Background: an optimization exercise with open tools, aiming at small area, a short achievable clock period and few clock cycles. Do not read the settings as production practice. RTL that was checked went through simulation tests only; none was proved equivalent to the original. The RTL of run 1 was laid out without a check of its function.

--- flow/config.mk ---
export PLATFORM = sky130hd
export DESIGN_NAME = FPU_FSM
export DESIGN_NICKNAME = FPU_FSM
export VERILOG_FILES = /design/flow/design.v
export SDC_FILE = /design/flow/constraint.sdc
export NUM_CORES = 4
export LEC_CHECK = 0
export ABC_AREA = 1
export CAP_MARGIN = 20
export CORE_MARGIN = 2
export CORE_UTILIZATION = 65
export PLACE_DENSITY = 0.75
export SLEW_MARGIN = 20
--- flow/constraint.sdc ---
create_clock -name core_clock -period 22.0 [get_ports {clk}]
set_input_delay 4.4000 -clock core_clock [delete_from_list [all_inputs] [get_ports {clk}]]
set_output_delay 4.4000 -clock core_clock [all_outputs]
set_load 0.01 [all_outputs]
--- flow/design.v ---
module FPU_FSM (
  input wire clk,
  input wire reset,
  input wire start,
  input wire       sign_bit_a,
  input wire [7:0] int_part_a,
  input wire [7:0] frac_part_a,
  input wire       sign_bit_b,
  input wire [7:0] int_part_b,
  input wire [7:0] frac_part_b,
  input wire [1:0] S,  
  output reg [31:0] result,
  output wire       sign_bit_result,
  output wire [7:0] int_part_result,
  output wire [7:0] frac_part_result,
  output reg done
);
  localparam NS = 3;                   
  localparam K = 2 * NS;               
  localparam NMC = (16 + K - 1) / K;   
  localparam MW = NMC * K;             
  localparam ML = 23 - MW;             
  wire [15:0] A = {int_part_a, frac_part_a};
  wire [15:0] B = {int_part_b, frac_part_b};
  wire nzA = |A;
  wire nzB = |B;
  wire sac = sign_bit_a & nzA;
  wire sbc = sign_bit_b & nzB;
  wire eff_sub = sac ^ sbc ^ S[0];
  wire [16:0] s_ab = {1'b0, A} + {1'b0, B};
  wire [16:0] d_ab = {1'b0, A} - {1'b0, B};
  wire [15:0] d_ba = B - A;
  wire a_lt_b = d_ab[16];
  wire [16:0] M = !eff_sub ? s_ab : (a_lt_b ? {1'b0, d_ba} : d_ab);
  wire add_sign = (eff_sub & a_lt_b) ? (sbc ^ S[0]) : sac;
  wire [16:0] nin = S[1] ? {A, 1'b0} : M;
  reg [16:0] nt;
  reg [4:0] nz;
  always @(*) begin
    nt = nin;
    nz[4] = (nt[16:1] == 16'd0); if (nz[4]) nt = {nt[0], 16'd0};
    nz[3] = (nt[16:9] == 8'd0);  if (nz[3]) nt = {nt[8:0], 8'd0};
    nz[2] = (nt[16:13] == 4'd0); if (nz[2]) nt = {nt[12:0], 4'd0};
    nz[1] = (nt[16:15] == 2'd0); if (nz[1]) nt = {nt[14:0], 2'd0};
    nz[0] = ~nt[16];             if (nz[0]) nt = {nt[15:0], 1'b0};
  end
  reg [15:0] bt;
  reg [3:0] bz;
  always @(*) begin
    bt = B;
    bz[3] = (bt[15:8] == 8'd0);  if (bz[3]) bt = {bt[7:0], 8'd0};
    bz[2] = (bt[15:12] == 4'd0); if (bz[2]) bt = {bt[11:0], 4'd0};
    bz[1] = (bt[15:14] == 2'd0); if (bz[1]) bt = {bt[13:0], 2'd0};
    bz[0] = ~bt[15];             if (bz[0]) bt = {bt[14:0], 1'b0};
  end
  wire [15:0] An = nzA ? nt[16:1] : 16'h8000;
  wire [15:0] Bn = nzB ? bt : 16'h8000;
  wire [7:0] ea = nzA ? (8'd134 - {4'd0, nz[3:0]}) : 8'd0;
  wire [7:0] eb = nzB ? (8'd134 - {4'd0, bz}) : 8'd0;
  reg [7:0] add_e;
  always @(*) begin
    case (nz)
      5'd0: add_e = 8'd135;  5'd1: add_e = 8'd134;  5'd2: add_e = 8'd133;
      5'd3: add_e = 8'd132;  5'd4: add_e = 8'd131;  5'd5: add_e = 8'd130;
      5'd6: add_e = 8'd129;  5'd7: add_e = 8'd128;  5'd8: add_e = 8'd127;
      5'd9: add_e = 8'd126;  5'd10: add_e = 8'd125; 5'd11: add_e = 8'd124;
      5'd12: add_e = 8'd123; 5'd13: add_e = 8'd122; 5'd14: add_e = 8'd121;
      5'd15: add_e = 8'd120; default: add_e = 8'd119;
    endcase
  end
  wire [31:0] add_res = (M == 17'd0) ? {add_sign, 31'd0}
                      : {add_sign, add_e, nt[15:0], 7'd0};
  wire mswap = (nz[3:0] > bz);
  wire [15:0] Mn = mswap ? An : Bn;
  wire [4:0] blen = 5'd16 - {1'b0, mswap ? nz[3:0] : bz};
  reg [2:0] mcyc;
  integer c;
  always @(*) begin
    mcyc = NMC;
    for (c = NMC - 1; c >= 1; c = c - 1)
      if (blen <= c * K) mcyc = c;
  end
  wire [MW-1:0] mq0 = {Mn, {(MW-16){1'b0}}} >> (MW - K * mcyc);
  wire [17:0] v3_in = {2'b0, (S[0] | mswap) ? Bn : An};
  wire q0 = (An >= Bn);
  wire [7:0] de = ea - eb + 8'd127;
  wire [7:0] de1 = ea - eb + 8'd126;
  wire [17:0] V3_next = v3_in + {v3_in[16:0], 1'b0};
  reg b_mul, b_pack, b_div;
  reg [2:0] cnt;
  reg [16:0] X;        
  reg [15:0] V;        
  reg [17:0] V3;       
  reg [5:0] bud;       
  wire idle = ~(b_mul | b_pack | b_div);
  wire [MW-1:0] MQ = result[22:ML];    
  wire [16:0] xs [0:NS];
  wire [K-1:0] q;      
  wire [K-1:0] mo;     
  assign xs[0] = X;
  genvar g;
  generate
    for (g = 0; g < NS; g = g + 1) begin : stg
      wire [1:0] bb = MQ[2*g+1:2*g];
      wire [17:0] sel = (bb == 2'd0) ? 18'd0 : (bb == 2'd1) ? {2'b0, V}
                      : (bb == 2'd2) ? {1'b0, V, 1'b0} : V3;
      wire [17:0] op2 = b_div ? ~{2'b0, V} : sel;
      wire [18:0] a1 = {2'b0, xs[g]} + {1'b0, op2} + {18'd0, b_div};
      wire [18:0] a2 = {1'b0, xs[g], 1'b0} - {3'b0, V};
      wire [18:0] a3 = {1'b0, xs[g], 1'b0} - {1'b0, V3};
      wire q1 = a1[18];
      wire q2 = q1 ? ~a3[18] : ~a2[18];
      wire [15:0] r2 = q1 ? (q2 ? a3[15:0] : {a1[14:0], 1'b0})
                          : (q2 ? a2[15:0] : {xs[g][14:0], 1'b0});
      assign xs[g+1] = b_div ? {r2, 1'b0} : {1'b0, a1[17:2]};
      assign q[2*g] = q1;
      assign q[2*g+1] = q2;
      assign mo[2*g+1:2*g] = a1[1:0];
    end
  endgenerate
  wire [2*K:0] ge;
  genvar n;
  generate
    for (n = 0; n <= 2 * K; n = n + 1) begin : gen_ge
      assign ge[n] = ($signed(bud) >= n);
    end
  endgenerate
  reg [K-1:0] qv;
  reg [3:0] pc;
  integer t;
  always @(*) begin
    pc = 4'd0;
    for (t = 0; t < K; t = t + 1) begin
      qv[t] = q[t] & ge[t + pc];
      pc = pc + {3'd0, q[t]};
    end
  end
  wire div_end = ~ge[K + pc];
  wire [5:0] bud_next = bud - K[5:0] - {2'd0, pc};
  wire [MW-1:0] MQn = {mo, MQ[MW-1:K]};
  wire [16+MW-1:0] P = {xs[NS][15:0], MQn};
  localparam PT = 16 + MW - 1;
  wire pcar = P[PT];
  wire [22:0] pm = pcar ? P[PT-1:PT-23] : P[PT-2:PT-24];
  wire pg = pcar ? P[PT-24] : P[PT-25];
  wire pr = pcar ? P[PT-25] : P[PT-26];
  wire ps = pcar ? (|P[PT-26:0]) : (|P[PT-27:0]);
  wire rnd = pg & (pr | ps | pm[0]);
  wire ones = &pm;
  wire [22:0] pm_r = !rnd ? pm : (ones ? 23'h400000 : pm + 23'd1);
  wire [7:0] pe = result[30:23] + {7'd0, pcar} + {7'd0, rnd & ones};
  always @(posedge clk or posedge reset) begin
    if (reset) begin
      b_mul <= 1'b0;
      b_pack <= 1'b0;
      b_div <= 1'b0;
      done <= 1'b0;
    end else begin
      done <= 1'b0;
      if (idle) begin
        if (start) begin
          if (!S[1] || (!S[0] && !(nzA && nzB))) done <= 1'b1;
          else if (!S[0]) b_mul <= 1'b1;
          else b_div <= 1'b1;
        end
      end
      if (b_mul && cnt == NMC - 1) begin
        b_mul <= 1'b0;
        done <= 1'b1;
      end
      if (b_pack) begin
        b_pack <= 1'b0;
        done <= 1'b1;
      end
      if (b_div && div_end) begin
        b_div <= 1'b0;
        done <= 1'b1;
      end
    end
  end
  integer j;
  always @(posedge clk) begin
    cnt <= cnt + 3'd1;
    X <= xs[NS];
    bud <= bud_next;
    if (idle) begin
      V <= v3_in[15:0];
      V3 <= V3_next;
      bud <= q0 ? 6'd23 : 6'd22;
      if (S[0]) begin
        X <= q0 ? {1'b0, An} : {An, 1'b0};
        cnt <= 3'd0;
      end else begin
        X <= 17'd0;
        cnt <= NMC - mcyc;
      end
    end
    if (idle && start) begin
      if (!S[1]) begin
        result <= add_res;
      end else if (!S[0]) begin
        result <= {sac ^ sbc, 31'd0};
        if (nzA && nzB) begin
          result[30:23] <= ea + eb - 8'd127;
          result[22:ML] <= mq0;
        end
      end else begin
        result <= {sac ^ sbc, q0 ? de : de1, 23'd0};
      end
    end
    if (b_mul) begin
      if (cnt == NMC - 1) result[30:0] <= {pe, pm_r};
      else result[22:ML] <= MQn;
    end
    if (b_div) begin
      for (j = 0; j < 23; j = j + 1)
        if (cnt == (23 - j) / K) result[j] <= qv[(23 - j) % K];
    end
  end
  wire [7:0] re = result[30:23];
  wire [24:0] W = {1'b1, result[22:0], 1'b0};
  wire [7:0] u = 8'd143 - re;
  wire [24:0] Ws = W >> u[4:0];
  wire inr = (re >= 8'd119) && (re <= 8'd143);
  assign {int_part_result, frac_part_result} = inr ? Ws[15:0] : 16'd0;
  assign sign_bit_result = result[31];
endmodule
--- flow/run.sh ---
#!/bin/bash
# synth_recipe.tcl (not shown) runs the flow's synth.tcl, then flattens the netlist and writes it again
# the make line also repeats each setting of config.mk as NAME=value (left out here)
make -C /OpenROAD-flow-scripts/flow DESIGN_CONFIG=/design/flow/config.mk WORK_HOME=/design/flow/orfs CLKGATE_MAP_FILE= SYNTH_SCRIPT=/design/flow/synth_recipe.tcl finish
==> results of run 1 <==
## per-stage QoR
stage / hold slack, ns / instances / setup slack, ns
floorplan: 0.478 / 4413 / 10.64
global placement: 0.507 / 4892 / 7.69
detailed placement: 0.515 / 4893 / 8.14
CTS: 0.529 / 4909 / 8.49
global route: 0.557 / 4909 / 7.33
finish: 0.529 / 4909 / 8.36
## sequential cells by signal, summed over array words and instances, names as in the netlist
| register | count |
|---|---|
| b_div | 1 |
| done | 1 |
| V | 16 |
| result | 32 |
| X | 17 |
| cnt | 3 |
| b_mul | 1 |
| V3 | 17 |
| bud | 6 |
## path summary, 6_finish.rpt
kind	from	end	slack, ns
setup reg to reg	b_div	result[29]	8.36
hold reg to reg	result[2]	result[2]	0.53
max in group asynchronous	reset	b_div	17.54
min in group asynchronous	reset	b_div	4.25
setup / recovery	b_div	result[29]	8.36
hold / removal	result[2]	result[2]	0.53
## final cells by class
cell class / instances / share of cell area [%]
inverters: 600 / 8.43
repair buffers: 107 / 3.81
multi-input cells: 3574 / 76.0
flip-flops and latches: 94 / 8.36
clock inverters: 5 / 0.140
clock buffers: 11 / 0.869
well taps: 518 / 2.42
## Yosys cell counts (30+ instances only)
cell,n,area share [%]
nand2_1,1245,18
inv_1,554,8.1
a21oi_1,380,7.4
o21ai_0,344,6.7
nor2_1,298,4.4
nand3_1,295,5.8
ha_1,277,14
xor2_1,106,3.6
clkbuf_1,76,1.1
nand4_1,59,1.4
dfxtp_1,57,4.5
o221ai_1,51,1.7
xnor2_1,51,1.7
o21ai_1,40,0.78
nand2_2,38,0.93
inv_2,36,0.53
edfxtp_1,34,4.0
or2_2,30,0.73
## per-layer routing
layer	track usage, %	part of all wire (%)
met5	0	0
met4	33.8	8.5
met3	12.7	13
met2	73.8	41
met1	59.5	37
## kinds of logic after synthesis
| group | Yosys count |
|---|---|
| AOI/OAI and AO/OA | 997 |
| and+or+nand+nor | 2100 |
| xor gates and xnor gates | 157 |
| muxes | 22 |
| buffers and inverters | 745 |
| other | 1 |
| adders and majority gates | 297 |
| DFF | 94 |
## critical path: cells and delay by family (launching register included)
kind | cells | cell delay (ns)
flip-flops | 1 | 0.41
buffers and inverters | 6 | 1.73
AO/OA/AOI/OAI | 16 | 2.94
AND/OR/NAND/NOR | 34 | 6.23
adder cells (fa/ha/maj) | 7 | 2.11
==> reports/qor.yml, run 1 <==
cts:
  h-tree-depth: 3
  clk_transition_reported_paths_ns: 0.07
  post-cts-setup-buffers: 0
  clockBufferDepth: 2
  numCtsBuffers: 9
  cts_tree: "yes"
  ctsResizeCount: 0
  ctsHoldBuffers: 0
  cts-root-buf: "clkbuf_16"
  clock_latency_ns: 0.36
  cts.sinks: 94
drt:
  vias: 31209
  post-route-drc-count: 0
  viasPerCell: 6.36
  drt-total-wl_um: 102000
  ant_nets: 0
  wire_per_inst_um: 20.8
  drt_pre_antenna_iters: 7
  first_iter_violations: 4579
critical_path:
  critPathLaunchType: "register"
  reg2regPathDepth: 63
  critical_path_arrival_ns: 13.89
  cp_max_fo: 82
  slowest_delay_ns: 0.78
  cp-end-kind: "register"
  crit_required_ns: 22.24
  slowest_stage: "buf_4"
  worstSetupPathType: "reg -> reg"
sta:
  tightest_slew_ns: 1.21
  setup_violations: 0
  rsz0062_at_grt: "no"
  max_freq_mhz: 73.3
  slew_headroom_pct: 18.5
  finalSetupTns_ns: 0
  skew_ns: 0.0119
  maxSlewViolCount: 0
  finalCritPeriodShare_pct: 62.0
  fin_crit_ns: 13.64
  hold_viol_final: 0
synthesis:
  synthMuxAreaShare_pct: 0.860
  synth-simple-area-share_pct: 36.0
  yosysWarnings: 1
  syn-cell-area_um2: 25600
  synth_compound_area_share_pct: 22.1
  synth_cells: 4413
  synth_async_sr_flop_share_pct: 3.19
  synth-adder-area-share_pct: 15.1
  syn_area_per_cell_um2: 5.80
  synth_flop_cell: "dfxtp_1"
  ys_seq_elements: 94
  syn_nets: 4749
  synth.distinct_cells: 72
  synth-seq-area-share_pct: 8.74
  synth_top_family_by_area: "simple AND/OR/NAND/NOR gates"
  synth_edf_count: 34
  yosys.area_share.xor_xnor_pct: 5.37
final_layout:
  final.fill_count: 3725
  seq_area_um2: 2240
  drive_gt1_share_pct: 5.31
  final_cell_mix: "nand2_1, inv_1, a21oi_1, o21ai_0"
  fin_util_pct: 69.2
  final_area_um2: 26800
  multi_input_area_um2: 20400
  area_growth_syn_to_layout_pct: 4.67
  layout.nets: 4722
  layout_commonest_cell: "nand2_1"
  antenna_cells: 0
hold_path:
  hold_path.class: "reg -> reg"
  whs_path_depth: 2
die:
  die_height_um: 202
  ios: 89
  core_um2: 38700
  dieArea_um2: 41000
  core.rowCount: 72
  die-width_um: 202
  start_util_pct: 66.1
run_status:
  status: "complete, no violations"
job:
  cap_viol_max_count: 0
global_route:
  antenna_found_initial: 1
  groute.usage.overall_pct: 48.5
  grt_first_pass_wirelength_um: 157000
  grt_pass1_vias: 28302
  gr-total-overflow: 0
  grt_max_degree: 83
place:
  place_hpwl_um: 81100
  port_buffers: 88
  gp_congestion: 1.10
  placed_area_um2: 26500
==> inputs of run 2 (changes only) <==
--- a/flow/design.v
+++ b/flow/design.v
@@ -15,7 +15,7 @@
   output wire [7:0] frac_part_result,
   output reg done
 );
-  localparam NS = 3;                   
+  localparam NS = 2;                   
   localparam K = 2 * NS;               
   localparam NMC = (16 + K - 1) / K;   
   localparam MW = NMC * K;             
@@ -122,7 +122,7 @@
   genvar n;
   generate
     for (n = 0; n <= 2 * K; n = n + 1) begin : gen_ge
-      assign ge[n] = ($signed(bud) >= n);
+      assign ge[n] = ~bud[5] && (bud[4:0] >= n);
     end
   endgenerate
   reg [K-1:0] qv;
==> run 2 against run 1 <==
Compared with the run above:
- worst setup slack got worse by 0.24 ns
- sequential share of layout area is 1.5 points higher
- register-to-register slack got worse by 0.02 ns
- die area is 16% lower
- cell area decreased by 16%
- still clean
- highest routed layer is now met5
- critical path type is now in -> reg
- largest cell class unchanged
- area after synthesis shrank 16%
- synthesized cell count fell by 15%
- via count is 16% lower
- global-route usage shrank 2.9 points
==> reports/qor.yml, run 2 <==
job:
  cap_viol_max_count: 0
critical_path:
  worstSetupPathType: "in -> reg"
  cp_max_fo: 31
  critical_path_arrival_ns: 13.98
  crit_required_ns: 22.10
  slowest_delay_ns: 0.60
  cp-end-kind: "register"
  critPathLaunchType: "primary input"
  slowest_stage: "ha_1"
  reg2regPathDepth: 64
  cpMostUsedCell: "nand2_1"
synthesis:
  synth_async_sr_flop_share_pct: 3.19
  synth_flop_cell: "dfxtp_1"
  yosysWarnings: 1
  syn_nets: 4013
  syn-cell-area_um2: 21400
  syn_area_per_cell_um2: 5.73
  ys_seq_elements: 94
  yosysMostFrequentCell: "nand2_1"
  synth_cells: 3731
  yosys.area.top_type: "nand2_1"
  synth.distinct_cells: 71
  ys_top_cells_by_count: "nand2_1, inv_1, o21ai_0, nand3_1, a21oi_1"
  synth_edf_count: 34
  synth_top_cells_by_area: "nand2_1, ha_1, inv_1, o21ai_0, nand3_1"
  synth-seq-area-share_pct: 10.5
  netlist.area_leader.share_pct: 18.9
sta:
  max_freq_mhz: 72.0
  hold_viol_final: 0
  hold_ws_ns: 0.547
  setup_slack_ns: 8.12
  slew_headroom_pct: 23.5
  tightest_slew_ns: 1.15
  maxSlewViolCount: 0
  skew_ns: 0.0174
  rsz0062_at_grt: "no"
  finalSetupTns_ns: 0
  finalCritPeriodShare_pct: 63.1
  setup_violations: 0
  fin_crit_ns: 13.88
cts:
  numCtsBuffers: 9
  cts.sinks: 94
  clk_transition_reported_paths_ns: 0.08
  clock_latency_ns: 0.37
  ctsHoldBuffers: 0
  cts_tree: "yes"
  post-cts-setup-buffers: 0
  h-tree-depth: 3
  clockBufferDepth: 2
  cts-root-buf: "clkbuf_16"
  ctsResizeCount: 0
final_layout:
  largest_register: "result"
  largest_reg_flops: 32
  layout.nets: 3990
  antenna_cells: 0
  reg.largest.list: "result x32, V3 x18, X x17"
  final_area_um2: 22600
  final.fill_count: 2963
  multi_input_area_um2: 16600
  area_growth_syn_to_layout_pct: 5.73
  seq_area_um2: 2240
  drive_gt1_share_pct: 3.96
  stdcell_count: 4155
  layout_commonest_cell: "nand2_1"
  final_cell_mix: "nand2_1, inv_1, o21ai_0, nand3_1, a21oi_1"
place:
  place_hpwl_um: 64000
  dp_cells: 4139
  gp_congestion: 1.10
  preCtsSetupSlack_ns: 8.18
  placed_area_um2: 22300
  port_buffers: 88
die:
  core.rowCount: 66
  dieArea_um2: 34400
  start_util_pct: 65.9
  die-width_um: 185
  ios: 89
  core_um2: 32500
  die_height_um: 185
global_route:
  grt_first_pass_wirelength_um: 124000
  antenna_found_initial: 1
  grt_max_degree: 70
  grt_pass1_vias: 23891
  gr-total-overflow: 0
  groute.usage.overall_pct: 45.6
drt:
  wire_per_inst_um: 19.3
  drt-total-wl_um: 80200
  ant_nets: 0
  post-route-drc-count: 0
  viasPerCell: 6.34
  first_iter_violations: 3946
  drt_pre_antenna_iters: 11
  vias: 26347
hold_path:
  whs_path_depth: 2
  hold_path.class: "reg -> reg"
run_status:
  status: "complete, no violations"
[run 2: final timing paths]
path	startpoint	to	slack, ns
setup / recovery	int_part_a[1]	V3[16]	8.12
hold reg to reg	result[2]	result[2]	0.55
setup reg to reg	result[8]	result[29]	8.34
max in group asynchronous	reset	b_div	17.64
min in group asynchronous	reset	b_div	4.20
hold / removal	result[2]	result[2]	0.55
[run 2: routing by layer]
metal  vias up  track usage (%)  wire (µm)  part of all wire, %
met4         2             26.4       5340                  6.7
met1     11784             57.4      29800                   37
met5         -                0         13                0.016
met3       410             10.0      10600                   13
li1      12234                -          -                    -
met2      1917             71.7      34300                   43
[run 2: metrics by stage]
step,utilization [%]
2_1_floorplan,-
3_3_place_gp,68.7
3_5_place_dp,68.7
4_1_cts,69.7
5_1_grt,69.7
6_report,69.7
[run 2: area by class of cell]
type                       count  share of cell area, %
clock buffer                   9                  0.996
clock inverter                 7                  0.299
inverter                     509                   8.45
multi-input combinational   2991                   73.5
sequential                    94                   9.90
tap                          442                   2.45
timing repair buffer         103                   4.39
[run 2: cell families (layout without fill, tap and decap cells)]
kind of cell | count (synthesis) | in the layout | share of synthesized area, %
other | 1 | 1 | 0.0175
flip-flops | 94 | 94 | 10.5
multiplexers | 22 | 22 | 1.04
buffers and inverters | 646 | 628 | 11.9
XOR/XNOR | 111 | 111 | 4.55
AO/OA/AOI/OAI | 814 | 814 | 21.5
AND/OR/NAND/NOR | 1800 | 1800 | 35.7
adder cells (fa/ha/maj) | 243 | 243 | 14.8
[run 2: worst max-delay path, delay by kind of cell]
family	cells	cell delay (ns)
AO/OA/AOI/OAI	14	2.75
AND/OR/NAND/NOR	24	3.48
adder cells (fa/ha/maj)	3	1.29
XOR/XNOR	1	0.10
buffers and inverters	6	1.91
Testbench counts of run 2, summed over its fixed seeds: cycles 32,564.

==> separate check: timing with driven ports <==
The flow's constraints put no driver on any port. The routed layouts listed below were extracted and timed again, unchanged, in two steps.
Step 1 sets driving cells, clkbuf_16 on the clock port and buf_2 on the other inputs (assumed; they add their load-dependent delay and slew).
Step 2 adds t to the input delays and takes it off the output delays; t is the mean of the earliest and latest rising clock arrival at the registers after step 1. Input paths then give back, and output paths get back, about the clock's delay inside the block.
a / b / c = no drivers / after step 1 / after step 2; a / b = the first two.
| run | t (ns) | slack for setup (ns) | pins driven straight from the clock port |
|---|---|---|---|
| run 1 | 0.407 | 8.355 / 8.355 / 8.046 | 1 |
| run 2 | 0.415 | 8.116 / 8.132 / 7.717 | 1 |
After both steps every run listed still meets setup and hold. The setup slack of run 2, which loses most, moves by +0.016 ns with the drivers and by -0.399 ns with both steps.
